From an optimization exercise on the open Yosys and OpenROAD flow, aimed at small area, a short achievable clock period and few clock cycles per item; shortcuts taken in it are not production practice. Function was checked by simulation only, so behaviour that the tests miss may differ from the original.

==> design.v <==
module atang(
	input             clk,
	input             load,       
	input      [11:0] x,
	input      [11:0] y,
	output     [31:0] z,
	output            far2,       
	output            far1,       
	output            dec         
    );
	reg  [32:0] xr;              
	reg  [34:6] rh;
	wire [34:0] rr = {rh, 6'd0};
	reg  [31:0] zr;
	reg  [31:1] t;               
	reg  [16:0] oh;              
	reg         dn;              
	wire d = rr[34];             
	wire dx = ~dn;
	wire [29:17] ohh = t[30:18] & ~t[29:17];
	wire [29:0] a = ({30{oh[0]}} & 30'h35214E63) |
	                ({30{oh[1]}} & 30'h1C128E80) |
	                ({30{oh[2]}} & 30'h0E400224) |
	                ({30{oh[3]}} & 30'h0727154C) |
	                ({30{oh[4]}} & 30'h03946F29) |
	                ({30{oh[5]}} & 30'h01CA5435) |
	                ({30{oh[6]}} & 30'h00E52D8D) |
	                ({30{oh[7]}} & 30'h007296C6) |
	                ({30{oh[8]}} & 30'h00394B63) |
	                ({30{oh[9]}} & 30'h001CA5B1) |
	                ({30{oh[10]}} & 30'h000E52D8) |
	                ({30{oh[11]}} & 30'h0007296C) |
	                ({30{oh[12]}} & 30'h000394B6) |
	                ({30{oh[13]}} & 30'h0001CA5B) |
	                ({30{oh[14]}} & 30'h0000E52D) |
	                ({30{oh[15]}} & 30'h00007296) |
	                ({30{oh[16]}} & 30'h0000394B) |
	                ({30{ohh[17]}} & 30'h00001CA5) |
	                ({30{ohh[18]}} & 30'h00000E52) |
	                ({30{ohh[19]}} & 30'h00000729) |
	                ({30{ohh[20]}} & 30'h00000394) |
	                ({30{ohh[21]}} & 30'h000001CA) |
	                ({30{ohh[22]}} & 30'h000000E5) |
	                ({30{ohh[23]}} & 30'h00000072) |
	                ({30{ohh[24]}} & 30'h00000039) |
	                ({30{ohh[25]}} & 30'h0000001C) |
	                ({30{ohh[26]}} & 30'h0000000E) |
	                ({30{ohh[27]}} & 30'h00000007) |
	                ({30{ohh[28]}} & 30'h00000003) |
	                ({30{ohh[29]}} & 30'h00000001);
	wire [32:0] xmask;
	assign xmask[0] = 1'b0;
	assign xmask[1] = t[1];
	assign xmask[2] = t[2];
	assign xmask[3] = t[3];
	assign xmask[4] = t[4];
	assign xmask[5] = t[5];
	assign xmask[6] = t[6];
	assign xmask[7] = t[7];
	assign xmask[8] = t[8];
	assign xmask[9] = t[9];
	assign xmask[10] = t[10];
	assign xmask[11] = t[11];
	assign xmask[12] = t[12];
	assign xmask[13] = t[13];
	assign xmask[14] = t[14];
	assign xmask[15] = t[15];
	assign xmask[16] = t[16];
	assign xmask[17] = t[17];
	assign xmask[18] = t[18];
	assign xmask[19] = t[19];
	assign xmask[20] = t[20];
	assign xmask[21] = t[21];
	assign xmask[22] = t[22];
	assign xmask[23] = t[23];
	assign xmask[24] = t[24];
	assign xmask[25] = t[25];
	assign xmask[26] = t[26];
	assign xmask[27] = t[27];
	assign xmask[28] = t[28];
	assign xmask[29] = t[29];
	assign xmask[30] = t[30];
	assign xmask[32:31] = 2'b11;
	wire [32:0] xm = xr & xmask;
	wire [32:0] ysh;
	assign ysh[0] = (oh[0] & rr[1]) | (oh[1] & rr[3]) | (oh[2] & rr[5]) | (oh[3] & rr[7]) | (oh[4] & rr[9]) | (oh[5] & rr[11]) | (oh[6] & rr[13]) | (oh[7] & rr[15]) | (oh[8] & rr[17]) | (oh[9] & rr[19]) | (oh[10] & rr[21]) | (oh[11] & rr[23]) | (oh[12] & rr[25]) | (oh[13] & rr[27]) | (oh[14] & rr[29]) | (oh[15] & rr[31]) | (oh[16] & rr[33]) | (rr[34] & ~t[17]);
	assign ysh[1] = (oh[0] & rr[2]) | (oh[1] & rr[4]) | (oh[2] & rr[6]) | (oh[3] & rr[8]) | (oh[4] & rr[10]) | (oh[5] & rr[12]) | (oh[6] & rr[14]) | (oh[7] & rr[16]) | (oh[8] & rr[18]) | (oh[9] & rr[20]) | (oh[10] & rr[22]) | (oh[11] & rr[24]) | (oh[12] & rr[26]) | (oh[13] & rr[28]) | (oh[14] & rr[30]) | (oh[15] & rr[32]) | (rr[34] & ~t[16]);
	assign ysh[2] = (oh[0] & rr[3]) | (oh[1] & rr[5]) | (oh[2] & rr[7]) | (oh[3] & rr[9]) | (oh[4] & rr[11]) | (oh[5] & rr[13]) | (oh[6] & rr[15]) | (oh[7] & rr[17]) | (oh[8] & rr[19]) | (oh[9] & rr[21]) | (oh[10] & rr[23]) | (oh[11] & rr[25]) | (oh[12] & rr[27]) | (oh[13] & rr[29]) | (oh[14] & rr[31]) | (oh[15] & rr[33]) | (rr[34] & ~t[16]);
	assign ysh[3] = (oh[0] & rr[4]) | (oh[1] & rr[6]) | (oh[2] & rr[8]) | (oh[3] & rr[10]) | (oh[4] & rr[12]) | (oh[5] & rr[14]) | (oh[6] & rr[16]) | (oh[7] & rr[18]) | (oh[8] & rr[20]) | (oh[9] & rr[22]) | (oh[10] & rr[24]) | (oh[11] & rr[26]) | (oh[12] & rr[28]) | (oh[13] & rr[30]) | (oh[14] & rr[32]) | (rr[34] & ~t[15]);
	assign ysh[4] = (oh[0] & rr[5]) | (oh[1] & rr[7]) | (oh[2] & rr[9]) | (oh[3] & rr[11]) | (oh[4] & rr[13]) | (oh[5] & rr[15]) | (oh[6] & rr[17]) | (oh[7] & rr[19]) | (oh[8] & rr[21]) | (oh[9] & rr[23]) | (oh[10] & rr[25]) | (oh[11] & rr[27]) | (oh[12] & rr[29]) | (oh[13] & rr[31]) | (oh[14] & rr[33]) | (rr[34] & ~t[15]);
	assign ysh[5] = (oh[0] & rr[6]) | (oh[1] & rr[8]) | (oh[2] & rr[10]) | (oh[3] & rr[12]) | (oh[4] & rr[14]) | (oh[5] & rr[16]) | (oh[6] & rr[18]) | (oh[7] & rr[20]) | (oh[8] & rr[22]) | (oh[9] & rr[24]) | (oh[10] & rr[26]) | (oh[11] & rr[28]) | (oh[12] & rr[30]) | (oh[13] & rr[32]) | (rr[34] & ~t[14]);
	assign ysh[6] = (oh[0] & rr[7]) | (oh[1] & rr[9]) | (oh[2] & rr[11]) | (oh[3] & rr[13]) | (oh[4] & rr[15]) | (oh[5] & rr[17]) | (oh[6] & rr[19]) | (oh[7] & rr[21]) | (oh[8] & rr[23]) | (oh[9] & rr[25]) | (oh[10] & rr[27]) | (oh[11] & rr[29]) | (oh[12] & rr[31]) | (oh[13] & rr[33]) | (rr[34] & ~t[14]);
	assign ysh[7] = (oh[0] & rr[8]) | (oh[1] & rr[10]) | (oh[2] & rr[12]) | (oh[3] & rr[14]) | (oh[4] & rr[16]) | (oh[5] & rr[18]) | (oh[6] & rr[20]) | (oh[7] & rr[22]) | (oh[8] & rr[24]) | (oh[9] & rr[26]) | (oh[10] & rr[28]) | (oh[11] & rr[30]) | (oh[12] & rr[32]) | (rr[34] & ~t[13]);
	assign ysh[8] = (oh[0] & rr[9]) | (oh[1] & rr[11]) | (oh[2] & rr[13]) | (oh[3] & rr[15]) | (oh[4] & rr[17]) | (oh[5] & rr[19]) | (oh[6] & rr[21]) | (oh[7] & rr[23]) | (oh[8] & rr[25]) | (oh[9] & rr[27]) | (oh[10] & rr[29]) | (oh[11] & rr[31]) | (oh[12] & rr[33]) | (rr[34] & ~t[13]);
	assign ysh[9] = (oh[0] & rr[10]) | (oh[1] & rr[12]) | (oh[2] & rr[14]) | (oh[3] & rr[16]) | (oh[4] & rr[18]) | (oh[5] & rr[20]) | (oh[6] & rr[22]) | (oh[7] & rr[24]) | (oh[8] & rr[26]) | (oh[9] & rr[28]) | (oh[10] & rr[30]) | (oh[11] & rr[32]) | (rr[34] & ~t[12]);
	assign ysh[10] = (oh[0] & rr[11]) | (oh[1] & rr[13]) | (oh[2] & rr[15]) | (oh[3] & rr[17]) | (oh[4] & rr[19]) | (oh[5] & rr[21]) | (oh[6] & rr[23]) | (oh[7] & rr[25]) | (oh[8] & rr[27]) | (oh[9] & rr[29]) | (oh[10] & rr[31]) | (oh[11] & rr[33]) | (rr[34] & ~t[12]);
	assign ysh[11] = (oh[0] & rr[12]) | (oh[1] & rr[14]) | (oh[2] & rr[16]) | (oh[3] & rr[18]) | (oh[4] & rr[20]) | (oh[5] & rr[22]) | (oh[6] & rr[24]) | (oh[7] & rr[26]) | (oh[8] & rr[28]) | (oh[9] & rr[30]) | (oh[10] & rr[32]) | (rr[34] & ~t[11]);
	assign ysh[12] = (oh[0] & rr[13]) | (oh[1] & rr[15]) | (oh[2] & rr[17]) | (oh[3] & rr[19]) | (oh[4] & rr[21]) | (oh[5] & rr[23]) | (oh[6] & rr[25]) | (oh[7] & rr[27]) | (oh[8] & rr[29]) | (oh[9] & rr[31]) | (oh[10] & rr[33]) | (rr[34] & ~t[11]);
	assign ysh[13] = (oh[0] & rr[14]) | (oh[1] & rr[16]) | (oh[2] & rr[18]) | (oh[3] & rr[20]) | (oh[4] & rr[22]) | (oh[5] & rr[24]) | (oh[6] & rr[26]) | (oh[7] & rr[28]) | (oh[8] & rr[30]) | (oh[9] & rr[32]) | (rr[34] & ~t[10]);
	assign ysh[14] = (oh[0] & rr[15]) | (oh[1] & rr[17]) | (oh[2] & rr[19]) | (oh[3] & rr[21]) | (oh[4] & rr[23]) | (oh[5] & rr[25]) | (oh[6] & rr[27]) | (oh[7] & rr[29]) | (oh[8] & rr[31]) | (oh[9] & rr[33]) | (rr[34] & ~t[10]);
	assign ysh[15] = (oh[0] & rr[16]) | (oh[1] & rr[18]) | (oh[2] & rr[20]) | (oh[3] & rr[22]) | (oh[4] & rr[24]) | (oh[5] & rr[26]) | (oh[6] & rr[28]) | (oh[7] & rr[30]) | (oh[8] & rr[32]) | (rr[34] & ~t[9]);
	assign ysh[16] = (oh[0] & rr[17]) | (oh[1] & rr[19]) | (oh[2] & rr[21]) | (oh[3] & rr[23]) | (oh[4] & rr[25]) | (oh[5] & rr[27]) | (oh[6] & rr[29]) | (oh[7] & rr[31]) | (oh[8] & rr[33]) | (rr[34] & ~t[9]);
	assign ysh[17] = (oh[0] & rr[18]) | (oh[1] & rr[20]) | (oh[2] & rr[22]) | (oh[3] & rr[24]) | (oh[4] & rr[26]) | (oh[5] & rr[28]) | (oh[6] & rr[30]) | (oh[7] & rr[32]) | (rr[34] & ~t[8]);
	assign ysh[18] = (oh[0] & rr[19]) | (oh[1] & rr[21]) | (oh[2] & rr[23]) | (oh[3] & rr[25]) | (oh[4] & rr[27]) | (oh[5] & rr[29]) | (oh[6] & rr[31]) | (oh[7] & rr[33]) | (rr[34] & ~t[8]);
	assign ysh[19] = (oh[0] & rr[20]) | (oh[1] & rr[22]) | (oh[2] & rr[24]) | (oh[3] & rr[26]) | (oh[4] & rr[28]) | (oh[5] & rr[30]) | (oh[6] & rr[32]) | (rr[34] & ~t[7]);
	assign ysh[20] = (oh[0] & rr[21]) | (oh[1] & rr[23]) | (oh[2] & rr[25]) | (oh[3] & rr[27]) | (oh[4] & rr[29]) | (oh[5] & rr[31]) | (oh[6] & rr[33]) | (rr[34] & ~t[7]);
	assign ysh[21] = (oh[0] & rr[22]) | (oh[1] & rr[24]) | (oh[2] & rr[26]) | (oh[3] & rr[28]) | (oh[4] & rr[30]) | (oh[5] & rr[32]) | (rr[34] & ~t[6]);
	assign ysh[22] = (oh[0] & rr[23]) | (oh[1] & rr[25]) | (oh[2] & rr[27]) | (oh[3] & rr[29]) | (oh[4] & rr[31]) | (oh[5] & rr[33]) | (rr[34] & ~t[6]);
	assign ysh[23] = (oh[0] & rr[24]) | (oh[1] & rr[26]) | (oh[2] & rr[28]) | (oh[3] & rr[30]) | (oh[4] & rr[32]) | (rr[34] & ~t[5]);
	assign ysh[24] = (oh[0] & rr[25]) | (oh[1] & rr[27]) | (oh[2] & rr[29]) | (oh[3] & rr[31]) | (oh[4] & rr[33]) | (rr[34] & ~t[5]);
	assign ysh[25] = (oh[0] & rr[26]) | (oh[1] & rr[28]) | (oh[2] & rr[30]) | (oh[3] & rr[32]) | (rr[34] & ~t[4]);
	assign ysh[26] = (oh[0] & rr[27]) | (oh[1] & rr[29]) | (oh[2] & rr[31]) | (oh[3] & rr[33]) | (rr[34] & ~t[4]);
	assign ysh[27] = (oh[0] & rr[28]) | (oh[1] & rr[30]) | (oh[2] & rr[32]) | (rr[34] & ~t[3]);
	assign ysh[28] = (oh[0] & rr[29]) | (oh[1] & rr[31]) | (oh[2] & rr[33]) | (rr[34] & ~t[3]);
	assign ysh[29] = (oh[0] & rr[30]) | (oh[1] & rr[32]) | (rr[34] & ~t[2]);
	assign ysh[30] = (oh[0] & rr[31]) | (oh[1] & rr[33]) | (rr[34] & ~t[2]);
	assign ysh[31] = (oh[0] & rr[32]) | (rr[34] & ~t[1]);
	assign ysh[32] = (oh[0] & rr[33]) | (rr[34] & ~t[1]);
	wire [34:6] rnext;
	wire [32:0] xnext;
	wire [31:0] znext;
	add29 radd(.a(rr[33:5]), .b({2'b00, xm[32:6]} ^ {29{~d}}), .ci(~d), .s(rnext));
	add33 xadd(.a(xr), .b(ysh ^ {33{dx}}), .ci(dx), .s(xnext));
	add32 zadd(.a(zr), .b({2'b00, a} ^ {32{dx}}), .ci(dx), .s(znext));
	wire [12:0] xy_sum, xy_dif;
	add13 sadd(.a({1'b0, x}), .b({1'b0, y}), .ci(1'b0), .s(xy_sum));
	add13 dadd(.a({1'b0, y}), .b(~{1'b0, x}), .ci(1'b1), .s(xy_dif));
	always @(posedge clk) begin
		t <= load ? 31'h7fffffff : {t[30:1], 1'b0};
		oh <= load ? 17'd1 : {oh[15:0], 1'b0};
		dn <= load ? ~xy_dif[12] : ~rnext[34];
		if (load) begin
			xr <= {1'b0, xy_sum, 19'b0};
			rh <= {{3{xy_dif[12]}}, xy_dif, 13'b0};
			zr <= 32'h5A000000;
		end else begin
			xr <= xnext;
			rh <= rnext;
			zr <= znext;
		end
	end
	wire [14:0] zl = zr[14:0] ^ {15{dn}};
	assign far2 = ~|a[29:14] & (zl >= {a[13:0], 1'b0});
	assign far1 = ~|a[29:15] & (zl >= a[14:0]);
	assign dec = dx;
	assign z = zr;
endmodule
module add29(input [28:0] a, input [28:0] b, input ci, output [28:0] s);
	wire [28:0] p0 = a ^ b;
	wire [28:0] g0 = a & b;
	wire gc0 = g0[0] | (p0[0] & ci);
	wire gn1 = g0[1] | (p0[1] & gc0);
	wire gn2 = g0[3] | (p0[3] & g0[2]);
	wire pn2 = p0[3] & p0[2];
	wire gn3 = g0[5] | (p0[5] & g0[4]);
	wire pn3 = p0[5] & p0[4];
	wire gn4 = g0[7] | (p0[7] & g0[6]);
	wire pn4 = p0[7] & p0[6];
	wire gn5 = g0[9] | (p0[9] & g0[8]);
	wire pn5 = p0[9] & p0[8];
	wire gn6 = g0[11] | (p0[11] & g0[10]);
	wire pn6 = p0[11] & p0[10];
	wire gn7 = g0[13] | (p0[13] & g0[12]);
	wire pn7 = p0[13] & p0[12];
	wire gn8 = g0[15] | (p0[15] & g0[14]);
	wire pn8 = p0[15] & p0[14];
	wire gn9 = g0[17] | (p0[17] & g0[16]);
	wire pn9 = p0[17] & p0[16];
	wire gn10 = g0[19] | (p0[19] & g0[18]);
	wire pn10 = p0[19] & p0[18];
	wire gn11 = g0[21] | (p0[21] & g0[20]);
	wire pn11 = p0[21] & p0[20];
	wire gn12 = g0[23] | (p0[23] & g0[22]);
	wire pn12 = p0[23] & p0[22];
	wire gn13 = g0[25] | (p0[25] & g0[24]);
	wire pn13 = p0[25] & p0[24];
	wire gn14 = g0[27] | (p0[27] & g0[26]);
	wire pn14 = p0[27] & p0[26];
	wire gn15 = g0[2] | (p0[2] & gn1);
	wire gn16 = gn2 | (pn2 & gn1);
	wire gn17 = g0[6] | (p0[6] & gn3);
	wire pn17 = p0[6] & pn3;
	wire gn18 = gn4 | (pn4 & gn3);
	wire pn18 = pn4 & pn3;
	wire gn19 = g0[10] | (p0[10] & gn5);
	wire pn19 = p0[10] & pn5;
	wire gn20 = gn6 | (pn6 & gn5);
	wire pn20 = pn6 & pn5;
	wire gn21 = g0[14] | (p0[14] & gn7);
	wire pn21 = p0[14] & pn7;
	wire gn22 = gn8 | (pn8 & gn7);
	wire pn22 = pn8 & pn7;
	wire gn23 = g0[18] | (p0[18] & gn9);
	wire pn23 = p0[18] & pn9;
	wire gn24 = gn10 | (pn10 & gn9);
	wire pn24 = pn10 & pn9;
	wire gn25 = g0[22] | (p0[22] & gn11);
	wire pn25 = p0[22] & pn11;
	wire gn26 = gn12 | (pn12 & gn11);
	wire pn26 = pn12 & pn11;
	wire gn27 = g0[26] | (p0[26] & gn13);
	wire pn27 = p0[26] & pn13;
	wire gn28 = gn14 | (pn14 & gn13);
	wire pn28 = pn14 & pn13;
	wire gn29 = g0[4] | (p0[4] & gn16);
	wire gn30 = gn3 | (pn3 & gn16);
	wire gn31 = gn17 | (pn17 & gn16);
	wire gn32 = gn18 | (pn18 & gn16);
	wire gn33 = g0[12] | (p0[12] & gn20);
	wire pn33 = p0[12] & pn20;
	wire gn34 = gn7 | (pn7 & gn20);
	wire pn34 = pn7 & pn20;
	wire gn35 = gn21 | (pn21 & gn20);
	wire pn35 = pn21 & pn20;
	wire gn36 = gn22 | (pn22 & gn20);
	wire pn36 = pn22 & pn20;
	wire gn37 = g0[20] | (p0[20] & gn24);
	wire pn37 = p0[20] & pn24;
	wire gn38 = gn11 | (pn11 & gn24);
	wire pn38 = pn11 & pn24;
	wire gn39 = gn25 | (pn25 & gn24);
	wire pn39 = pn25 & pn24;
	wire gn40 = gn26 | (pn26 & gn24);
	wire pn40 = pn26 & pn24;
	wire gn41 = g0[28] | (p0[28] & gn28);
	wire pn41 = p0[28] & pn28;
	wire gn42 = g0[8] | (p0[8] & gn32);
	wire gn43 = gn5 | (pn5 & gn32);
	wire gn44 = gn19 | (pn19 & gn32);
	wire gn45 = gn20 | (pn20 & gn32);
	wire gn46 = gn33 | (pn33 & gn32);
	wire gn47 = gn34 | (pn34 & gn32);
	wire gn48 = gn35 | (pn35 & gn32);
	wire gn49 = gn36 | (pn36 & gn32);
	wire gn50 = g0[24] | (p0[24] & gn40);
	wire pn50 = p0[24] & pn40;
	wire gn51 = gn13 | (pn13 & gn40);
	wire pn51 = pn13 & pn40;
	wire gn52 = gn27 | (pn27 & gn40);
	wire pn52 = pn27 & pn40;
	wire gn53 = gn28 | (pn28 & gn40);
	wire pn53 = pn28 & pn40;
	wire gn54 = gn41 | (pn41 & gn40);
	wire pn54 = pn41 & pn40;
	wire gn55 = g0[16] | (p0[16] & gn49);
	wire gn56 = gn9 | (pn9 & gn49);
	wire gn57 = gn23 | (pn23 & gn49);
	wire gn58 = gn24 | (pn24 & gn49);
	wire gn59 = gn37 | (pn37 & gn49);
	wire gn60 = gn38 | (pn38 & gn49);
	wire gn61 = gn39 | (pn39 & gn49);
	wire gn62 = gn40 | (pn40 & gn49);
	wire gn63 = gn50 | (pn50 & gn49);
	wire gn64 = gn51 | (pn51 & gn49);
	wire gn65 = gn52 | (pn52 & gn49);
	wire gn66 = gn53 | (pn53 & gn49);
	wire gn67 = gn54 | (pn54 & gn49);
	wire [28:0] c;
	assign c[0] = ci;
	assign c[1] = gc0;
	assign c[2] = gn1;
	assign c[3] = gn15;
	assign c[4] = gn16;
	assign c[5] = gn29;
	assign c[6] = gn30;
	assign c[7] = gn31;
	assign c[8] = gn32;
	assign c[9] = gn42;
	assign c[10] = gn43;
	assign c[11] = gn44;
	assign c[12] = gn45;
	assign c[13] = gn46;
	assign c[14] = gn47;
	assign c[15] = gn48;
	assign c[16] = gn49;
	assign c[17] = gn55;
	assign c[18] = gn56;
	assign c[19] = gn57;
	assign c[20] = gn58;
	assign c[21] = gn59;
	assign c[22] = gn60;
	assign c[23] = gn61;
	assign c[24] = gn62;
	assign c[25] = gn63;
	assign c[26] = gn64;
	assign c[27] = gn65;
	assign c[28] = gn66;
	assign s = p0 ^ c;
endmodule
module add33(input [32:0] a, input [32:0] b, input ci, output [32:0] s);
	wire [32:0] p0 = a ^ b;
	wire [32:0] g0 = a & b;
	wire gc0 = g0[0] | (p0[0] & ci);
	wire gn1 = g0[1] | (p0[1] & gc0);
	wire gn2 = g0[3] | (p0[3] & g0[2]);
	wire pn2 = p0[3] & p0[2];
	wire gn3 = g0[5] | (p0[5] & g0[4]);
	wire pn3 = p0[5] & p0[4];
	wire gn4 = g0[7] | (p0[7] & g0[6]);
	wire pn4 = p0[7] & p0[6];
	wire gn5 = g0[9] | (p0[9] & g0[8]);
	wire pn5 = p0[9] & p0[8];
	wire gn6 = g0[11] | (p0[11] & g0[10]);
	wire pn6 = p0[11] & p0[10];
	wire gn7 = g0[13] | (p0[13] & g0[12]);
	wire pn7 = p0[13] & p0[12];
	wire gn8 = g0[15] | (p0[15] & g0[14]);
	wire pn8 = p0[15] & p0[14];
	wire gn9 = g0[17] | (p0[17] & g0[16]);
	wire pn9 = p0[17] & p0[16];
	wire gn10 = g0[19] | (p0[19] & g0[18]);
	wire pn10 = p0[19] & p0[18];
	wire gn11 = g0[21] | (p0[21] & g0[20]);
	wire pn11 = p0[21] & p0[20];
	wire gn12 = g0[23] | (p0[23] & g0[22]);
	wire pn12 = p0[23] & p0[22];
	wire gn13 = g0[25] | (p0[25] & g0[24]);
	wire pn13 = p0[25] & p0[24];
	wire gn14 = g0[27] | (p0[27] & g0[26]);
	wire pn14 = p0[27] & p0[26];
	wire gn15 = g0[29] | (p0[29] & g0[28]);
	wire pn15 = p0[29] & p0[28];
	wire gn16 = g0[31] | (p0[31] & g0[30]);
	wire pn16 = p0[31] & p0[30];
	wire gn17 = g0[2] | (p0[2] & gn1);
	wire gn18 = gn2 | (pn2 & gn1);
	wire gn19 = g0[6] | (p0[6] & gn3);
	wire pn19 = p0[6] & pn3;
	wire gn20 = gn4 | (pn4 & gn3);
	wire pn20 = pn4 & pn3;
	wire gn21 = g0[10] | (p0[10] & gn5);
	wire pn21 = p0[10] & pn5;
	wire gn22 = gn6 | (pn6 & gn5);
	wire pn22 = pn6 & pn5;
	wire gn23 = g0[14] | (p0[14] & gn7);
	wire pn23 = p0[14] & pn7;
	wire gn24 = gn8 | (pn8 & gn7);
	wire pn24 = pn8 & pn7;
	wire gn25 = g0[18] | (p0[18] & gn9);
	wire pn25 = p0[18] & pn9;
	wire gn26 = gn10 | (pn10 & gn9);
	wire pn26 = pn10 & pn9;
	wire gn27 = g0[22] | (p0[22] & gn11);
	wire pn27 = p0[22] & pn11;
	wire gn28 = gn12 | (pn12 & gn11);
	wire pn28 = pn12 & pn11;
	wire gn29 = g0[26] | (p0[26] & gn13);
	wire pn29 = p0[26] & pn13;
	wire gn30 = gn14 | (pn14 & gn13);
	wire pn30 = pn14 & pn13;
	wire gn31 = g0[30] | (p0[30] & gn15);
	wire pn31 = p0[30] & pn15;
	wire gn32 = gn16 | (pn16 & gn15);
	wire pn32 = pn16 & pn15;
	wire gn33 = g0[4] | (p0[4] & gn18);
	wire gn34 = gn3 | (pn3 & gn18);
	wire gn35 = gn19 | (pn19 & gn18);
	wire gn36 = gn20 | (pn20 & gn18);
	wire gn37 = g0[12] | (p0[12] & gn22);
	wire pn37 = p0[12] & pn22;
	wire gn38 = gn7 | (pn7 & gn22);
	wire pn38 = pn7 & pn22;
	wire gn39 = gn23 | (pn23 & gn22);
	wire pn39 = pn23 & pn22;
	wire gn40 = gn24 | (pn24 & gn22);
	wire pn40 = pn24 & pn22;
	wire gn41 = g0[20] | (p0[20] & gn26);
	wire pn41 = p0[20] & pn26;
	wire gn42 = gn11 | (pn11 & gn26);
	wire pn42 = pn11 & pn26;
	wire gn43 = gn27 | (pn27 & gn26);
	wire pn43 = pn27 & pn26;
	wire gn44 = gn28 | (pn28 & gn26);
	wire pn44 = pn28 & pn26;
	wire gn45 = g0[28] | (p0[28] & gn30);
	wire pn45 = p0[28] & pn30;
	wire gn46 = gn15 | (pn15 & gn30);
	wire pn46 = pn15 & pn30;
	wire gn47 = gn31 | (pn31 & gn30);
	wire pn47 = pn31 & pn30;
	wire gn48 = gn32 | (pn32 & gn30);
	wire pn48 = pn32 & pn30;
	wire gn49 = g0[8] | (p0[8] & gn36);
	wire gn50 = gn5 | (pn5 & gn36);
	wire gn51 = gn21 | (pn21 & gn36);
	wire gn52 = gn22 | (pn22 & gn36);
	wire gn53 = gn37 | (pn37 & gn36);
	wire gn54 = gn38 | (pn38 & gn36);
	wire gn55 = gn39 | (pn39 & gn36);
	wire gn56 = gn40 | (pn40 & gn36);
	wire gn57 = g0[24] | (p0[24] & gn44);
	wire pn57 = p0[24] & pn44;
	wire gn58 = gn13 | (pn13 & gn44);
	wire pn58 = pn13 & pn44;
	wire gn59 = gn29 | (pn29 & gn44);
	wire pn59 = pn29 & pn44;
	wire gn60 = gn30 | (pn30 & gn44);
	wire pn60 = pn30 & pn44;
	wire gn61 = gn45 | (pn45 & gn44);
	wire pn61 = pn45 & pn44;
	wire gn62 = gn46 | (pn46 & gn44);
	wire pn62 = pn46 & pn44;
	wire gn63 = gn47 | (pn47 & gn44);
	wire pn63 = pn47 & pn44;
	wire gn64 = gn48 | (pn48 & gn44);
	wire pn64 = pn48 & pn44;
	wire gn65 = g0[16] | (p0[16] & gn56);
	wire gn66 = gn9 | (pn9 & gn56);
	wire gn67 = gn25 | (pn25 & gn56);
	wire gn68 = gn26 | (pn26 & gn56);
	wire gn69 = gn41 | (pn41 & gn56);
	wire gn70 = gn42 | (pn42 & gn56);
	wire gn71 = gn43 | (pn43 & gn56);
	wire gn72 = gn44 | (pn44 & gn56);
	wire gn73 = gn57 | (pn57 & gn56);
	wire gn74 = gn58 | (pn58 & gn56);
	wire gn75 = gn59 | (pn59 & gn56);
	wire gn76 = gn60 | (pn60 & gn56);
	wire gn77 = gn61 | (pn61 & gn56);
	wire gn78 = gn62 | (pn62 & gn56);
	wire gn79 = gn63 | (pn63 & gn56);
	wire gn80 = gn64 | (pn64 & gn56);
	wire gn81 = g0[32] | (p0[32] & gn80);
	wire [32:0] c;
	assign c[0] = ci;
	assign c[1] = gc0;
	assign c[2] = gn1;
	assign c[3] = gn17;
	assign c[4] = gn18;
	assign c[5] = gn33;
	assign c[6] = gn34;
	assign c[7] = gn35;
	assign c[8] = gn36;
	assign c[9] = gn49;
	assign c[10] = gn50;
	assign c[11] = gn51;
	assign c[12] = gn52;
	assign c[13] = gn53;
	assign c[14] = gn54;
	assign c[15] = gn55;
	assign c[16] = gn56;
	assign c[17] = gn65;
	assign c[18] = gn66;
	assign c[19] = gn67;
	assign c[20] = gn68;
	assign c[21] = gn69;
	assign c[22] = gn70;
	assign c[23] = gn71;
	assign c[24] = gn72;
	assign c[25] = gn73;
	assign c[26] = gn74;
	assign c[27] = gn75;
	assign c[28] = gn76;
	assign c[29] = gn77;
	assign c[30] = gn78;
	assign c[31] = gn79;
	assign c[32] = gn80;
	assign s = p0 ^ c;
endmodule
module add32(input [31:0] a, input [31:0] b, input ci, output [31:0] s);
	wire [31:0] p0 = a ^ b;
	wire [31:0] g0 = a & b;
	wire gc0 = g0[0] | (p0[0] & ci);
	wire gn1 = g0[1] | (p0[1] & gc0);
	wire gn2 = g0[3] | (p0[3] & g0[2]);
	wire pn2 = p0[3] & p0[2];
	wire gn3 = g0[5] | (p0[5] & g0[4]);
	wire pn3 = p0[5] & p0[4];
	wire gn4 = g0[7] | (p0[7] & g0[6]);
	wire pn4 = p0[7] & p0[6];
	wire gn5 = g0[9] | (p0[9] & g0[8]);
	wire pn5 = p0[9] & p0[8];
	wire gn6 = g0[11] | (p0[11] & g0[10]);
	wire pn6 = p0[11] & p0[10];
	wire gn7 = g0[13] | (p0[13] & g0[12]);
	wire pn7 = p0[13] & p0[12];
	wire gn8 = g0[15] | (p0[15] & g0[14]);
	wire pn8 = p0[15] & p0[14];
	wire gn9 = g0[17] | (p0[17] & g0[16]);
	wire pn9 = p0[17] & p0[16];
	wire gn10 = g0[19] | (p0[19] & g0[18]);
	wire pn10 = p0[19] & p0[18];
	wire gn11 = g0[21] | (p0[21] & g0[20]);
	wire pn11 = p0[21] & p0[20];
	wire gn12 = g0[23] | (p0[23] & g0[22]);
	wire pn12 = p0[23] & p0[22];
	wire gn13 = g0[25] | (p0[25] & g0[24]);
	wire pn13 = p0[25] & p0[24];
	wire gn14 = g0[27] | (p0[27] & g0[26]);
	wire pn14 = p0[27] & p0[26];
	wire gn15 = g0[29] | (p0[29] & g0[28]);
	wire pn15 = p0[29] & p0[28];
	wire gn16 = g0[31] | (p0[31] & g0[30]);
	wire pn16 = p0[31] & p0[30];
	wire gn17 = g0[2] | (p0[2] & gn1);
	wire gn18 = gn2 | (pn2 & gn1);
	wire gn19 = g0[6] | (p0[6] & gn3);
	wire pn19 = p0[6] & pn3;
	wire gn20 = gn4 | (pn4 & gn3);
	wire pn20 = pn4 & pn3;
	wire gn21 = g0[10] | (p0[10] & gn5);
	wire pn21 = p0[10] & pn5;
	wire gn22 = gn6 | (pn6 & gn5);
	wire pn22 = pn6 & pn5;
	wire gn23 = g0[14] | (p0[14] & gn7);
	wire pn23 = p0[14] & pn7;
	wire gn24 = gn8 | (pn8 & gn7);
	wire pn24 = pn8 & pn7;
	wire gn25 = g0[18] | (p0[18] & gn9);
	wire pn25 = p0[18] & pn9;
	wire gn26 = gn10 | (pn10 & gn9);
	wire pn26 = pn10 & pn9;
	wire gn27 = g0[22] | (p0[22] & gn11);
	wire pn27 = p0[22] & pn11;
	wire gn28 = gn12 | (pn12 & gn11);
	wire pn28 = pn12 & pn11;
	wire gn29 = g0[26] | (p0[26] & gn13);
	wire pn29 = p0[26] & pn13;
	wire gn30 = gn14 | (pn14 & gn13);
	wire pn30 = pn14 & pn13;
	wire gn31 = g0[30] | (p0[30] & gn15);
	wire pn31 = p0[30] & pn15;
	wire gn32 = gn16 | (pn16 & gn15);
	wire pn32 = pn16 & pn15;
	wire gn33 = g0[4] | (p0[4] & gn18);
	wire gn34 = gn3 | (pn3 & gn18);
	wire gn35 = gn19 | (pn19 & gn18);
	wire gn36 = gn20 | (pn20 & gn18);
	wire gn37 = g0[12] | (p0[12] & gn22);
	wire pn37 = p0[12] & pn22;
	wire gn38 = gn7 | (pn7 & gn22);
	wire pn38 = pn7 & pn22;
	wire gn39 = gn23 | (pn23 & gn22);
	wire pn39 = pn23 & pn22;
	wire gn40 = gn24 | (pn24 & gn22);
	wire pn40 = pn24 & pn22;
	wire gn41 = g0[20] | (p0[20] & gn26);
	wire pn41 = p0[20] & pn26;
	wire gn42 = gn11 | (pn11 & gn26);
	wire pn42 = pn11 & pn26;
	wire gn43 = gn27 | (pn27 & gn26);
	wire pn43 = pn27 & pn26;
	wire gn44 = gn28 | (pn28 & gn26);
	wire pn44 = pn28 & pn26;
	wire gn45 = g0[28] | (p0[28] & gn30);
	wire pn45 = p0[28] & pn30;
	wire gn46 = gn15 | (pn15 & gn30);
	wire pn46 = pn15 & pn30;
	wire gn47 = gn31 | (pn31 & gn30);
	wire pn47 = pn31 & pn30;
	wire gn48 = gn32 | (pn32 & gn30);
	wire pn48 = pn32 & pn30;
	wire gn49 = g0[8] | (p0[8] & gn36);
	wire gn50 = gn5 | (pn5 & gn36);
	wire gn51 = gn21 | (pn21 & gn36);
	wire gn52 = gn22 | (pn22 & gn36);
	wire gn53 = gn37 | (pn37 & gn36);
	wire gn54 = gn38 | (pn38 & gn36);
	wire gn55 = gn39 | (pn39 & gn36);
	wire gn56 = gn40 | (pn40 & gn36);
	wire gn57 = g0[24] | (p0[24] & gn44);
	wire pn57 = p0[24] & pn44;
	wire gn58 = gn13 | (pn13 & gn44);
	wire pn58 = pn13 & pn44;
	wire gn59 = gn29 | (pn29 & gn44);
	wire pn59 = pn29 & pn44;
	wire gn60 = gn30 | (pn30 & gn44);
	wire pn60 = pn30 & pn44;
	wire gn61 = gn45 | (pn45 & gn44);
	wire pn61 = pn45 & pn44;
	wire gn62 = gn46 | (pn46 & gn44);
	wire pn62 = pn46 & pn44;
	wire gn63 = gn47 | (pn47 & gn44);
	wire pn63 = pn47 & pn44;
	wire gn64 = gn48 | (pn48 & gn44);
	wire pn64 = pn48 & pn44;
	wire gn65 = g0[16] | (p0[16] & gn56);
	wire gn66 = gn9 | (pn9 & gn56);
	wire gn67 = gn25 | (pn25 & gn56);
	wire gn68 = gn26 | (pn26 & gn56);
	wire gn69 = gn41 | (pn41 & gn56);
	wire gn70 = gn42 | (pn42 & gn56);
	wire gn71 = gn43 | (pn43 & gn56);
	wire gn72 = gn44 | (pn44 & gn56);
	wire gn73 = gn57 | (pn57 & gn56);
	wire gn74 = gn58 | (pn58 & gn56);
	wire gn75 = gn59 | (pn59 & gn56);
	wire gn76 = gn60 | (pn60 & gn56);
	wire gn77 = gn61 | (pn61 & gn56);
	wire gn78 = gn62 | (pn62 & gn56);
	wire gn79 = gn63 | (pn63 & gn56);
	wire gn80 = gn64 | (pn64 & gn56);
	wire [31:0] c;
	assign c[0] = ci;
	assign c[1] = gc0;
	assign c[2] = gn1;
	assign c[3] = gn17;
	assign c[4] = gn18;
	assign c[5] = gn33;
	assign c[6] = gn34;
	assign c[7] = gn35;
	assign c[8] = gn36;
	assign c[9] = gn49;
	assign c[10] = gn50;
	assign c[11] = gn51;
	assign c[12] = gn52;
	assign c[13] = gn53;
	assign c[14] = gn54;
	assign c[15] = gn55;
	assign c[16] = gn56;
	assign c[17] = gn65;
	assign c[18] = gn66;
	assign c[19] = gn67;
	assign c[20] = gn68;
	assign c[21] = gn69;
	assign c[22] = gn70;
	assign c[23] = gn71;
	assign c[24] = gn72;
	assign c[25] = gn73;
	assign c[26] = gn74;
	assign c[27] = gn75;
	assign c[28] = gn76;
	assign c[29] = gn77;
	assign c[30] = gn78;
	assign c[31] = gn79;
	assign s = p0 ^ c;
endmodule
module add13(input [12:0] a, input [12:0] b, input ci, output [12:0] s);
	wire [12:0] p0 = a ^ b;
	wire [12:0] g0 = a & b;
	wire gc0 = g0[0] | (p0[0] & ci);
	wire gn1 = g0[1] | (p0[1] & gc0);
	wire gn2 = g0[3] | (p0[3] & g0[2]);
	wire pn2 = p0[3] & p0[2];
	wire gn3 = g0[5] | (p0[5] & g0[4]);
	wire pn3 = p0[5] & p0[4];
	wire gn4 = g0[7] | (p0[7] & g0[6]);
	wire pn4 = p0[7] & p0[6];
	wire gn5 = g0[9] | (p0[9] & g0[8]);
	wire pn5 = p0[9] & p0[8];
	wire gn6 = g0[11] | (p0[11] & g0[10]);
	wire pn6 = p0[11] & p0[10];
	wire gn7 = g0[2] | (p0[2] & gn1);
	wire gn8 = gn2 | (pn2 & gn1);
	wire gn9 = g0[6] | (p0[6] & gn3);
	wire pn9 = p0[6] & pn3;
	wire gn10 = gn4 | (pn4 & gn3);
	wire pn10 = pn4 & pn3;
	wire gn11 = g0[10] | (p0[10] & gn5);
	wire pn11 = p0[10] & pn5;
	wire gn12 = gn6 | (pn6 & gn5);
	wire pn12 = pn6 & pn5;
	wire gn13 = g0[4] | (p0[4] & gn8);
	wire gn14 = gn3 | (pn3 & gn8);
	wire gn15 = gn9 | (pn9 & gn8);
	wire gn16 = gn10 | (pn10 & gn8);
	wire gn17 = g0[12] | (p0[12] & gn12);
	wire pn17 = p0[12] & pn12;
	wire gn18 = g0[8] | (p0[8] & gn16);
	wire gn19 = gn5 | (pn5 & gn16);
	wire gn20 = gn11 | (pn11 & gn16);
	wire gn21 = gn12 | (pn12 & gn16);
	wire gn22 = gn17 | (pn17 & gn16);
	wire [12:0] c;
	assign c[0] = ci;
	assign c[1] = gc0;
	assign c[2] = gn1;
	assign c[3] = gn7;
	assign c[4] = gn8;
	assign c[5] = gn13;
	assign c[6] = gn14;
	assign c[7] = gn15;
	assign c[8] = gn16;
	assign c[9] = gn18;
	assign c[10] = gn19;
	assign c[11] = gn20;
	assign c[12] = gn21;
	assign s = p0 ^ c;
endmodule
module conv_dec_ascii(
	input  [16:0] d_in,
	output [20:0] digits     
    );
	wire [6:0] i = d_in[16:10];
	wire [9:0] f = d_in[9:0];
	wire [13:0] m1 = {1'b0, f, 3'b0} + {3'b0, f, 1'b0};
	wire [13:0] m2 = {1'b0, m1[9:0], 3'b0} + {3'b0, m1[9:0], 1'b0};
	wire [13:0] m3 = {1'b0, m2[9:0], 3'b0} + {3'b0, m2[9:0], 1'b0};
	wire [3:0] qh = m1[13:10];
	wire [3:0] qt = m2[13:10];
	wire [3:0] qo = m3[13:10];
	wire [3:0] it = (i >= 7'd120) ? 4'd12 : (i >= 7'd110) ? 4'd11 : (i >= 7'd100) ? 4'd10 :
	                (i >= 7'd90) ? 4'd9 : (i >= 7'd80) ? 4'd8 : (i >= 7'd70) ? 4'd7 :
	                (i >= 7'd60) ? 4'd6 : (i >= 7'd50) ? 4'd5 : (i >= 7'd40) ? 4'd4 :
	                (i >= 7'd30) ? 4'd3 : (i >= 7'd20) ? 4'd2 : (i >= 7'd10) ? 4'd1 : 4'd0;
	wire [6:0] io = i - {it, 3'b0} - {2'b0, it, 1'b0};
	wire       ih = it[3] & (it[2] | it[1]);
	wire [8:0] ti = {ih, ih ? it - 4'd10 : it, io[3:0]};
	assign digits = {ti, qh, qt, qo};
endmodule
module CRC(
	input  [20:0] digits,    
	output [7:0]  crc
    );
	function [7:0] crc8;
		input [47:0] m;
		integer k;
		reg [7:0] c;
		reg fb;
		begin
			c = 8'h80;
			for (k = 47; k >= 0; k = k - 1) begin
				fb = c[7] ^ m[k];
				c = {c[6:0], 1'b0} ^ (fb ? 8'h31 : 8'h00);
			end
			crc8 = c;
		end
	endfunction
	wire [47:0] text = {7'b0011000, digits[20], 4'h3, digits[19:16], 4'h3, digits[15:12],
	                    4'h3, digits[11:8], 4'h3, digits[7:4], 4'h3, digits[3:0]};
	assign crc = crc8(text);
endmodule
module angle_frame(
	input clk,
	input rst,
	input start,
	input [11:0] x,
	input [11:0] y,
	output [55:0] frame,
	output frame_valid
    );
	reg        busy;
	reg        valid;
	reg  [20:0] dig;
	reg  [7:0]  crc_hi;          
	wire [31:0] z;
	wire [20:0] dig_next;
	wire [7:0]  crc_hi_next, crc_lo, crc_0;
	wire        far2, far1, dec;
	atang Arctg_alg(.clk(clk), .load(start), .x(x), .y(y), .z(z),
	                .far2(far2), .far1(far1), .dec(dec));
	conv_dec_ascii Conversie(.d_in(z[31:15]), .digits(dig_next));
	CRC crc_a(.digits({dig_next[20:4], 4'd0}), .crc(crc_hi_next));
	CRC crc_b(.digits({17'd0, dig[3:0]}), .crc(crc_lo));
	CRC crc_c(.digits(21'd0), .crc(crc_0));
	reg        pend;
	reg        dprev;
	wire       late = pend & (dec ^ dprev);
	wire       live = busy & ~late;
	always @(posedge clk) begin
		dig <= dig_next;
		crc_hi <= crc_hi_next;
		dprev <= dec;
		if (rst) begin
			busy  <= 1'b0;
			valid <= 1'b0;
			pend  <= 1'b0;
		end else begin
			busy  <= start | (live & ~far2);
			valid <= live & far2;
			pend  <= live & ~far2 & far1;
		end
	end
	assign frame = {7'b0011000, dig[20], 4'h3, dig[19:16], 4'h3, dig[15:12],
	                4'h3, dig[11:8], 4'h3, dig[7:4], 4'h3, dig[3:0],
	                crc_hi ^ crc_lo ^ crc_0};
	assign frame_valid = valid | late;
endmodule
==> flow/run.sh <==
#!/bin/bash
# Layout flow: the standard synthesis, then the combinational logic
# (everything but the flip-flops, which keep their names and cells) is
# re-mapped by ABC with an area-recovering script; then the standard
# layout from the netlist, with sky130_fd_sc_hd__buf_2 port buffers.
# Every tool's output goes to a log file in this folder.
set -euo pipefail
bash standard.sh synth > flow_synth.log 2>&1
R=orfs/results/sky130hd/angle_frame/base
cp $R/1_2_yosys.v $R/1_2_yosys_standard.v
LIB=$FLOW_HOME/platforms/sky130hd/lib/sky130_fd_sc_hd__tt_025C_1v80.lib
sed -e "s#@IN@#$R/1_2_yosys_standard.v#" -e "s#@OUT@#$R/1_2_yosys.v#" \
    -e "s#@LIB@#$LIB#g" -e "s#@ABC@#flow/resynth.abc#" flow/resynth.ys > resynth.ys
yosys -l yosys_resynth.log -q resynth.ys > /dev/null 2>&1
bash standard.sh BUFFER_PORTS_ARGS="-buffer_cell sky130_fd_sc_hd__buf_2" finish > flow_finish.log 2>&1
==> flow/resynth.abc <==
strash
dch
map -B 0.2
topo
stime -c
upsize -c
dnsize -c
==> flow/resynth.ys <==
read_liberty -overwrite -ignore_miss_func @LIB@
read_verilog -overwrite @IN@
hierarchy -top angle_frame
setattr -mod -set keep_hierarchy 1 sky130_fd_sc_hd__df*
flatten
opt_clean
abc -script @ABC@ -liberty @LIB@ -dont_use sky130_fd_sc_hd__lpflow_bleeder_1 -dont_use sky130_fd_sc_hd__lpflow_clkbufkapwr_1 -dont_use sky130_fd_sc_hd__lpflow_clkbufkapwr_16 -dont_use sky130_fd_sc_hd__lpflow_clkbufkapwr_2 -dont_use sky130_fd_sc_hd__lpflow_clkbufkapwr_4 -dont_use sky130_fd_sc_hd__lpflow_clkbufkapwr_8 -dont_use sky130_fd_sc_hd__lpflow_clkinvkapwr_1 -dont_use sky130_fd_sc_hd__lpflow_clkinvkapwr_16 -dont_use sky130_fd_sc_hd__lpflow_clkinvkapwr_2 -dont_use sky130_fd_sc_hd__lpflow_clkinvkapwr_4 -dont_use sky130_fd_sc_hd__lpflow_clkinvkapwr_8 -dont_use sky130_fd_sc_hd__lpflow_decapkapwr_12 -dont_use sky130_fd_sc_hd__lpflow_decapkapwr_3 -dont_use sky130_fd_sc_hd__lpflow_decapkapwr_4 -dont_use sky130_fd_sc_hd__lpflow_decapkapwr_6 -dont_use sky130_fd_sc_hd__lpflow_decapkapwr_8 -dont_use sky130_fd_sc_hd__lpflow_inputiso0n_1 -dont_use sky130_fd_sc_hd__lpflow_inputiso0p_1 -dont_use sky130_fd_sc_hd__lpflow_inputiso1n_1 -dont_use sky130_fd_sc_hd__lpflow_inputiso1p_1 -dont_use sky130_fd_sc_hd__lpflow_inputisolatch_1 -dont_use sky130_fd_sc_hd__lpflow_isobufsrc_1 -dont_use sky130_fd_sc_hd__lpflow_isobufsrc_16 -dont_use sky130_fd_sc_hd__lpflow_isobufsrc_2 -dont_use sky130_fd_sc_hd__lpflow_isobufsrc_4 -dont_use sky130_fd_sc_hd__lpflow_isobufsrc_8 -dont_use sky130_fd_sc_hd__lpflow_isobufsrckapwr_16 -dont_use sky130_fd_sc_hd__lpflow_lsbuf_lh_hl_isowell_tap_1 -dont_use sky130_fd_sc_hd__lpflow_lsbuf_lh_hl_isowell_tap_2 -dont_use sky130_fd_sc_hd__lpflow_lsbuf_lh_hl_isowell_tap_4 -dont_use sky130_fd_sc_hd__lpflow_lsbuf_lh_isowell_4 -dont_use sky130_fd_sc_hd__lpflow_lsbuf_lh_isowell_tap_1 -dont_use sky130_fd_sc_hd__lpflow_lsbuf_lh_isowell_tap_2 -dont_use sky130_fd_sc_hd__lpflow_lsbuf_lh_isowell_tap_4 -dont_use sky130_fd_sc_hd__probe_p_8 -dont_use sky130_fd_sc_hd__probec_p_8 
opt_clean -purge
hilomap -singleton -hicell sky130_fd_sc_hd__conb_1 HI -locell sky130_fd_sc_hd__conb_1 LO
setundef -zero
splitnets
opt_clean -purge
stat -liberty @LIB@
delete =sky130_fd_sc_hd__*
write_verilog -noattr -noexpr -nohex -nodec @OUT@
==> standard.sh <==
#!/bin/bash
# synth_recipe.tcl (not shown) runs the flow's synth.tcl, then flattens the netlist and writes it again
# the make line also repeats each setting of config.mk as NAME=value (left out here)
make -C /OpenROAD-flow-scripts/flow DESIGN_CONFIG=/design/flow/config.mk WORK_HOME=/design/flow/orfs CLKGATE_MAP_FILE= SYNTH_SCRIPT=/design/flow/synth_recipe.tcl "${@:-finish}"
==> config.mk <==
export PLATFORM = sky130hd
export DESIGN_NAME = angle_frame
export DESIGN_NICKNAME = angle_frame
export VERILOG_FILES = /design/flow/design.v
export SDC_FILE = /design/flow/constraint.sdc
export NUM_CORES = 8
export LEC_CHECK = 0
export CAP_MARGIN = 20
export CORE_MARGIN = 2
export CORE_UTILIZATION = 30
export CTS_BUF_LIST = sky130_fd_sc_hd__clkbuf_16
export CTS_CLUSTER_DIAMETER = 80
export CTS_CLUSTER_SIZE = 24
export SETUP_SLACK_MARGIN = 4.6
export SLEW_MARGIN = 20
export SYNTH_MEMORY_MAX_BITS = 65536
==> constraint.sdc <==
create_clock -name core_clock -period 8.0 [get_ports {clk}]
set_input_delay 1.6000 -clock core_clock [delete_from_list [all_inputs] [get_ports {clk}]]
set_output_delay 1.6000 -clock core_clock [all_outputs]
set_load 0.01 [all_outputs]
==> out/metrics.yaml, run 1 <==
status:
  status: "timing/DRC/antenna clean"
drt:
  ant_nets: 0
  route.vias.total: 16930
  met1_length_um: 23010
  drtIter0Drc: 1752
  drc: 0
  dr_wl_met2_um: 22210
  vias_per_cell: 5.177
  routed_wl_um: 51750
  routed-wl-met3_um: 4263
  wl_per_cell_um: 15.83
  top_layer: "met5"
  drtPass1Iterations: 8
finish:
  final_cell_area_um2: 17900
  nets: 2604
  regArea_um2: 3527
  drive_gt1_frac: 0.1622
  area_delta_synth_final_pct: 15.04
  fillers: 5624
  diodes: 0
  layoutNonFillerInstCount: 3269
  postLayoutCoreUtil: 0.3490
  multi_input_area_um2: 11080
sta:
  finalSetupViolations: 0
  slew_headroom: 0.3361
  rsz0062_at_grt: "yes"
  tightest_slew_ns: 0.9958
  fin_skew_ns: 0.01664
  min_period_ns: 3.414
  fin_setup_tns_ns: 0
  finalCritPeriodShare: 0.4268
  fmax_ghz: 0.2929
  hold_violations: 0
  slew_violations: 0
clocking:
  postCtsHoldBufs: 0
  htreeDepth: 4
  clk_latency_ns: 0.50
  cts_buffer_depth: 2
  cts-root-buf: "clkbuf_16"
  numCtsBuffers: 17
  clk_pin_slew_worst_paths_ns: 0.08
  clock-sinks: 174
  cts_tree: "done"
floorplanning:
  core-area_um2: 51300
  start_util: 0.3034
  fp.dieH_um: 231.8
  io_pins: 84
  dieArea_um2: 53710
  die_x_um: 231.8
  fp-row-count: 83
setup_path:
  endpoint_kind: "register"
  worstPathRequired_ns: 8.42
  criticalPathCategory: "input port to register"
  critPathLaunchType: "input port"
  critPathArrivalTime_ns: 3.84
  path_max_fanout: 3
grt:
  antenna_found_initial: 0
  globalRouteOverflowTotal: 0
  grt_pass1_wl_um: 82420
  grt_max_degree: 109
  grt_pass1_vias: 15480
  gr-usage-all-layers: 0.1921
placement:
  place_hpwl_um: 37350
  dp.cells: 3221
  place.gp.congestion: 0.9869
  portBuffers: 56
  placed_area_um2: 16950
synthesis:
  synthCells: 2450
  avgSynthCellArea_um2: 6.352
  synth_area_um2: 15560
  synth_warnings: 3
hold_path:
  hp-class: "register to register"
flow_run:
  drv_cap: 0
-- path summary, 6_finish.rpt --
check | cells after the start | slack (ns) | endpoint | start
max | 17 | 4.59 | Arctg_alg.xr[31] | x[0]
min | 2 | 0.45 | Arctg_alg.t[3] | Arctg_alg.t[2]
max reg2reg | 16 | 4.76 | Arctg_alg.xr[32] | Arctg_alg.oh[3]
min reg2reg | 2 | 0.45 | Arctg_alg.t[3] | Arctg_alg.t[2]
-- sequential cells by signal (all words and copies together) (netlist names) --
register / cells
Arctg_alg.xr: 33
busy: 1
pend: 1
dprev: 1
Arctg_alg.dn: 1
Arctg_alg.zr: 32
valid: 1
crc_hi: 8
dig: 21
Arctg_alg.oh: 16
Arctg_alg.rh: 29
Arctg_alg.t: 30
-- layer usage --
metal,vias up,track usage
met1,7436,0.2564
met3,187,0.04175
met2,686,0.2947
met4,2,0.08594
met5,-,0.007353
li1,8614,-
-- worst max-delay path, stage by stage --
cell and delay [ns]:
buf_8 0.08, nand2_4 0.06, a21oi_4 0.18, nor2_4 0.06, nor3_2 0.20, a21oi_2 0.06, o21bai_1 0.16, nand2_1 0.12
a21oi_2 0.21, nor2_2 0.08, o21bai_2 0.18, o21bai_2 0.12, o21ba_4 0.25, a21oi_4 0.19, buf_6 0.11, a211oi_1 0.05
a21oi_1 0.13
-- stage by stage --
| stage | hold slack, ns | worst slack (ns) |
|---|---|---|
| after floorplan | 0.4107 | 4.523 |
| after global placement | 0.4274 | 4.104 |
| after detailed placement | 0.4353 | 4.035 |
| after CTS | 0.4479 | 4.611 |
| after global routing | 0.4616 | 4.379 |
| final | 0.4455 | 4.586 |
-- placed cells by master (no fill, tap or decap), drive strengths merged, types with 11 or more instances in the layout --
cell and count:
conb 27, and2 14, nor2 332, o221ai 12, a21oi 149, nand4 65
a31oi 19, nand3 191, buf 83, a22oi 42, o22ai 63, xnor2 39
o21ai 121, xor2 117, dfxtp 174, a211oi 11, inv 66, clkinv 268
o21bai 12, or2 25, a221oi 19, nand3b 11, o211ai 15, clkbuf 18
nor4 11, nand2 566, nor3 64
-- area by class of cell --
type	count	share of cell area
Tap cell	680	0.04752
Clock inverter	14	0.006569
Multi-Input combinational cell	1976	0.6187
Timing Repair Buffer	84	0.03243
Sequential cell	174	0.1970
Clock buffer	17	0.02376
Inverter	324	0.07401
-- what timing repair did --
action	4_1_cts	5_1_grt
resized for setup	12	75
pin swaps	1	23
hold endpoints to repair	0	0
setup endpoints to repair	37	51
buffers inserted	5	11
cloned	0	1
Testbench counts, summed over its fixed seeds: cycles 155,428, frames 8,000.
==> run 2, diff against run 1 <==
--- a/config.mk
+++ b/config.mk
@@ -11,6 +11,6 @@
 export CTS_BUF_LIST = sky130_fd_sc_hd__clkbuf_16
 export CTS_CLUSTER_DIAMETER = 80
 export CTS_CLUSTER_SIZE = 24
-export SETUP_SLACK_MARGIN = 4.6
+export SETUP_SLACK_MARGIN = 4.7
 export SLEW_MARGIN = 20
 export SYNTH_MEMORY_MAX_BITS = 65536
==> out/metrics.yaml, run 2 <==
synthesis:
  synthCells: 2450
  synth_area_um2: 15560
  avgSynthCellArea_um2: 6.352
  synth_warnings: 3
sta:
  slew_violations: 0
  finalCritPeriodShare: 0.4114
  fmax_ghz: 0.3038
  rsz0062_at_grt: "yes"
  hold_violations: 0
  finalSetupViolations: 0
  tightest_slew_ns: 0.9572
  timing.hold.ws_ns: 0.4297
  fin_skew_ns: 0.02355
  fin_setup_tns_ns: 0
  min_period_ns: 3.291
  slew_headroom: 0.3619
grt:
  globalRouteOverflowTotal: 0
  gr-usage-all-layers: 0.1902
  grt_max_degree: 109
  grt_pass1_vias: 15490
  antenna_found_initial: 0
  grt_pass1_wl_um: 81800
clocking:
  clk_latency_ns: 0.50
  clk_pin_slew_worst_paths_ns: 0.07
  cts-root-buf: "clkbuf_16"
  cts_buffer_depth: 2
  postCtsHoldBufs: 0
  cts_tree: "done"
  clock-sinks: 174
  numCtsBuffers: 17
  htreeDepth: 4
setup_path:
  path_delay_family: "compound AO/OA/AOI/OAI gates"
  endpoint_kind: "register"
  crit_path_end: "Arctg_alg.dn"
  critPathMaxStageDelay_ns: 0.23
  crit_path_cell_trace: "buf_8 -> inv_4 -> nor2_4 -> nor2_4 -> nor2_4 -> nor2_2 -> nor2_2 -> a21oi_2 -> a21oi_2 -> nand2_2 -> a21oi_4 -> o21ai_2 -> o21ai_2 -> nand3_1 -> o211ai_2 -> nand2_1 -> o211ai_2 -> nand2_1 -> a21oi_2"
  path_max_fanout: 5
  worstSetupStartpoint: "x[2]"
  ff2ff_setup_slack_ns: 4.85
  critical_path_buf_inv_count: 2
  crit_slowest_cell: "o211ai_2"
  r2r-start: "Arctg_alg.oh[4]"
  r2r-end: "Arctg_alg.xr[32]"
  criticalPathCategory: "input port to register"
  worstSetupPathDepth: 19
  critPathArrivalTime_ns: 3.71
  worst-r2r-cell-count: 17
  critPathLaunchType: "input port"
  worstPathRequired_ns: 8.42
finish:
  diodes: 0
  mostFrequentLayoutCell: "nand2_1"
  multi_input_area_um2: 11240
  mostFrequentLayoutCells: "nand2_1, nor2_1, clkinv_1"
  top_register: "Arctg_alg.xr"
  nets: 2611
  reg.largest.list: "Arctg_alg.xr x33, Arctg_alg.zr x32, Arctg_alg.t x30"
  area_delta_synth_final_pct: 17.00
  drive_gt1_frac: 0.1740
  fillers: 5610
  largest_reg_flops: 33
  regArea_um2: 3535
drt:
  vias_per_cell: 5.194
  drc: 0
  wl_per_cell_um: 15.77
  route.vias.total: 17020
  drtPass1Iterations: 7
  routed_wl_um: 51690
  drtIter0Drc: 1706
  ant_nets: 0
placement:
  place_hpwl_um: 37310
  portBuffers: 56
  place.gp.congestion: 0.9756
hold_path:
  hp-class: "register to register"
floorplanning:
  dieArea_um2: 53710
  fp-row-count: 83
  start_util: 0.3034
  fp.dieH_um: 231.8
  io_pins: 84
  core-area_um2: 51300
  die_x_um: 231.8
flow_run:
  drv_cap: 0
status:
  status: "timing/DRC/antenna clean"
[run 2: cell types whose count changed in the layout (fill, tap and decap cells not counted), sizes merged]
cell / delta
buf: +7
clkinv: -3
bufinv: +2
clkinvlp: +2
clkbuf: -1
inv: +1
[run 2: layout make-up]
class                   count  share of cell area
repair buffers             90             0.03477
inverters                 324             0.07401
repair inverters            1           0.0006184
clock buffers              17             0.02336
flip-flops and latches    174              0.1941
clock inverters            15            0.009276
multi-input cells        1976              0.6171
well taps                 680             0.04673
[run 2: worst min path at each step]
| stage | from | endpoint | slack (ns) | depth (start not counted) |
|---|---|---|---|---|
| 4_1_cts | Arctg_alg.t[2] | Arctg_alg.t[3] | 0.43 | 2 |
| 2_1_floorplan | Arctg_alg.t[2] | Arctg_alg.t[3] | 0.41 | 2 |
| 3_5_place_dp | Arctg_alg.t[2] | Arctg_alg.t[3] | 0.42 | 2 |
| 3_3_place_gp | Arctg_alg.t[2] | Arctg_alg.t[3] | 0.42 | 2 |
| 6_report | Arctg_alg.t[2] | Arctg_alg.t[3] | 0.43 | 2 |
| 5_1_grt | Arctg_alg.t[5] | Arctg_alg.t[6] | 0.46 | 2 |
[run 2: per-stage QoR]
step / utilization / std cells / worst slack [ns] / instance area [µm²]
floorplan: - / 2475 / 4.524 / 15740
global placement: 0.3301 / 3219 / 4.105 / 16930
detailed placement: 0.3301 / 3219 / 4.065 / 16930
CTS: 0.3443 / 3260 / 4.648 / 17660
global route: 0.3549 / 3277 / 4.501 / 18210
finish: 0.3549 / 3277 / 4.709 / 18210
[run 2: timing repair]
item / CTS / global route
resized for setup: 25 / 108
pin swaps: 9 / 40
endpoints found under the setup margin: 53 / 58
setup buffers: 9 / 16
cloned: 0 / 1
[run 2: worst min-delay path, cell delays in order, from the launching register on]
cell      delay (ns)
dfxtp_1         0.30
clkinv_1        0.04
nand2_1         0.04
[run 2: layer usage]
metal	vias up	global-route usage	share of wire
li1	8593	-	-
met4	0	0.08814	0.038
met5	-	0	0
met2	690	0.2959	0.43
met1	7587	0.2559	0.46
met3	152	0.03156	0.068
==> run 3, diff against run 2 <==
--- a/config.mk
+++ b/config.mk
@@ -7,10 +7,10 @@
 export LEC_CHECK = 0
 export CAP_MARGIN = 20
 export CORE_MARGIN = 2
-export CORE_UTILIZATION = 30
+export CORE_UTILIZATION = 40
 export CTS_BUF_LIST = sky130_fd_sc_hd__clkbuf_16
 export CTS_CLUSTER_DIAMETER = 80
 export CTS_CLUSTER_SIZE = 24
-export SETUP_SLACK_MARGIN = 4.7
+export SETUP_SLACK_MARGIN = 4.6
 export SLEW_MARGIN = 20
 export SYNTH_MEMORY_MAX_BITS = 65536
==> out/metrics.yaml, run 3 <==
synthesis:
  avgSynthCellArea_um2: 6.352
  synth_warnings: 3
  synthCells: 2450
  synth_area_um2: 15560
setup_path:
  ff2ff_setup_slack_ns: 4.82
  r2r-end: "Arctg_alg.xr[32]"
  critPathArrivalTime_ns: 3.64
  path_delay_family: "compound AO/OA/AOI/OAI gates"
  r2r-start: "Arctg_alg.rh[34]"
  critPathLaunchType: "input port"
  worstSetupPathDepth: 19
  crit_path_cell_trace: "buf_12 -> clkinv_8 -> nor2_4 -> nor2_4 -> nor2_4 -> nor2_2 -> nor2_2 -> a21oi_2 -> a21oi_2 -> nand2_2 -> a21oi_2 -> o21ai_2 -> o21ai_2 -> nand3_2 -> o211ai_2 -> nand2_2 -> o211ai_4 -> nand2_1 -> a21oi_1"
  criticalPathCategory: "input port to register"
  critical_path_buf_inv_count: 2
  crit_slowest_cell: "o211ai_2"
  endpoint_kind: "register"
  worstPathRequired_ns: 8.39
  critPathMaxStageDelay_ns: 0.22
  path_max_fanout: 5
  worst-r2r-cell-count: 17
grt:
  antenna_found_initial: 0
  grt_pass1_wl_um: 84610
  gr-usage-all-layers: 0.2585
  grt_max_degree: 109
  grt_pass1_vias: 15970
  globalRouteOverflowTotal: 0
clocking:
  cts-root-buf: "clkbuf_16"
  clk_latency_ns: 0.47
  clk_pin_slew_worst_paths_ns: 0.07
  cts_buffer_depth: 2
  clock-sinks: 174
  numCtsBuffers: 17
  cts_tree: "done"
  htreeDepth: 4
placement:
  place_hpwl_um: 39190
  dp.cells: 3056
  placed_area_um2: 16730
  place_worst_setup_slack_ns: 3.972
  place.gp.congestion: 0.9757
  portBuffers: 56
sta:
  timing.hold.ws_ns: 0.4334
  rsz0062_at_grt: "yes"
  fin_skew_ns: 0.01181
  finalSetupViolations: 0
  fmax_ghz: 0.3082
  slew_violations: 0
  tightest_slew_ns: 0.9706
  slew_headroom: 0.3529
  hold_violations: 0
  fin_setup_tns_ns: 0
  setup_ws_ns: 4.756
  min_period_ns: 3.244
  finalCritPeriodShare: 0.4055
hold_path:
  whs_endpoint: "Arctg_alg.t[4]"
  holdCritStartpoint: "Arctg_alg.t[3]"
  hp-class: "register to register"
  hold_depth: 2
floorplanning:
  fp-row-count: 72
  io_pins: 84
  dieArea_um2: 40500
  fp.dieH_um: 201.2
  die_x_um: 201.2
  start_util: 0.4036
  core-area_um2: 38560
finish:
  largest_reg_flops: 33
  top_register: "Arctg_alg.xr"
  layoutNonFillerInstCount: 3112
  mostFrequentLayoutCell: "nand2_1"
  area_delta_synth_final_pct: 14.82
  mostFrequentLayoutCells: "nand2_1, nor2_1, clkinv_1"
  drive_gt1_frac: 0.1719
  nets: 2608
  reg.largest.list: "Arctg_alg.xr x33, Arctg_alg.zr x32, Arctg_alg.t x30"
  final_cell_area_um2: 17870
  postLayoutCoreUtil: 0.4634
  diodes: 0
drt:
  route.vias.total: 17210
  drtPass1Iterations: 8
  ant_nets: 0
  drtIter0Drc: 1395
  vias_per_cell: 5.531
  wl_per_cell_um: 17.07
  drc: 0
  routed_wl_um: 53120
flow_run:
  drv_cap: 0
status:
  status: "timing/DRC/antenna clean"
run 3: what timing repair did:
action	4_1_cts	5_1_grt
gates resized for setup	38	86
cloned	0	1
endpoints found under the setup margin	43	56
setup buffers	9	14
hold buffers	0	0
pin swaps	15	25
run 3: layer usage:
| metal | vias to the layer above | share of wire | GRT usage | routed length [µm] |
|---|---|---|---|---|
| met5 | - | 0 | 0.003571 | 0 |
| met4 | 0 | 0.035 | 0.09716 | 1854 |
| met1 | 7881 | 0.46 | 0.3487 | 24250 |
| li1 | 8605 | - | - | - |
| met2 | 610 | 0.44 | 0.4167 | 23590 |
| met3 | 117 | 0.065 | 0.03903 | 3426 |
run 3: area by class of cell:
type / instances / area, µm²
Inverter: 324 / 1349
Tap cell: 518 / 648.1
Fill cell: 4158 / 20690
Timing Repair Buffer: 88 / 635.6
Sequential cell: 174 / 3546
Multi-Input combinational cell: 1976 / 11130
Clock inverter: 15 / 131.4
Clock buffer: 17 / 425.4
run 3: how the worst max path moves through the flow:
| stage | startpoint | end | slack, ns |
|---|---|---|---|
| after CTS | Arctg_alg.rh[19] | Arctg_alg.xr[22] | 4.58 |
| after floorplan | y[1] | Arctg_alg.xr[30] | 4.52 |
| final | x[2] | Arctg_alg.dn | 4.76 |
| after detailed placement | x[2] | Arctg_alg.dn | 3.97 |
| after global routing | Arctg_alg.oh[6] | Arctg_alg.xr[20] | 4.59 |
| after global placement | y[1] | Arctg_alg.xr[30] | 4.03 |
run 3: worst reg2reg max path, cell delays in order, from the launching register on:
cell and delay (ns):
dfxtp_4 0.39, buf_4 0.19, clkbuf_16 0.21, nand2_1 0.12, o21ai_0 0.11, nor3_2 0.30, xor2_1 0.25, or2_4 0.20
nand2_2 0.08, nor2_2 0.12, o21ai_0 0.17, nor2_1 0.16, inv_1 0.08, nor3_2 0.16, nand4_2 0.20, nand3_1 0.15
o21ai_1 0.07, o2bb2ai_1 0.11

[static timing again, ports no longer ideal]
How much do the figures lean on ideal ports? The routed layouts below were timed once more, with nothing changed but the port constraints. Step 1: set_driving_cell puts a clkbuf_16 on clk and a buf_2 on each other input, an assumption about the parent block. Step 2 adds t to the input delays and takes it off the output delays; t is the mean of the earliest and latest rising clock arrival at the registers after step 1. Input paths then give back, and output paths get back, about the clock's delay inside the block. Three values: ideal ports, drivers, drivers and shift; two values: the first two.
run	t, ns	setup WS [ns]	worst hold slack (ns)	worst setup path after step 2	latest minus earliest clock arrival (ns)
run 1	0.542	4.586 / 4.575 / 4.034	0.446 / 0.446 / 0.446	input to register	0.016 / 0.017
run 2	0.544	4.709 / 4.708 / 4.164	0.430 / 0.430 / 0.430	input to register	0.024 / 0.024
run 3	0.517	4.756 / 4.748 / 4.231	0.433 / 0.433 / 0.433	input to register	0.012 / 0.012
After both steps every run listed still meets setup and hold. For run 1, which loses most, drivers alone change the setup slack by -0.011 ns; drivers and shift together by -0.552 ns.
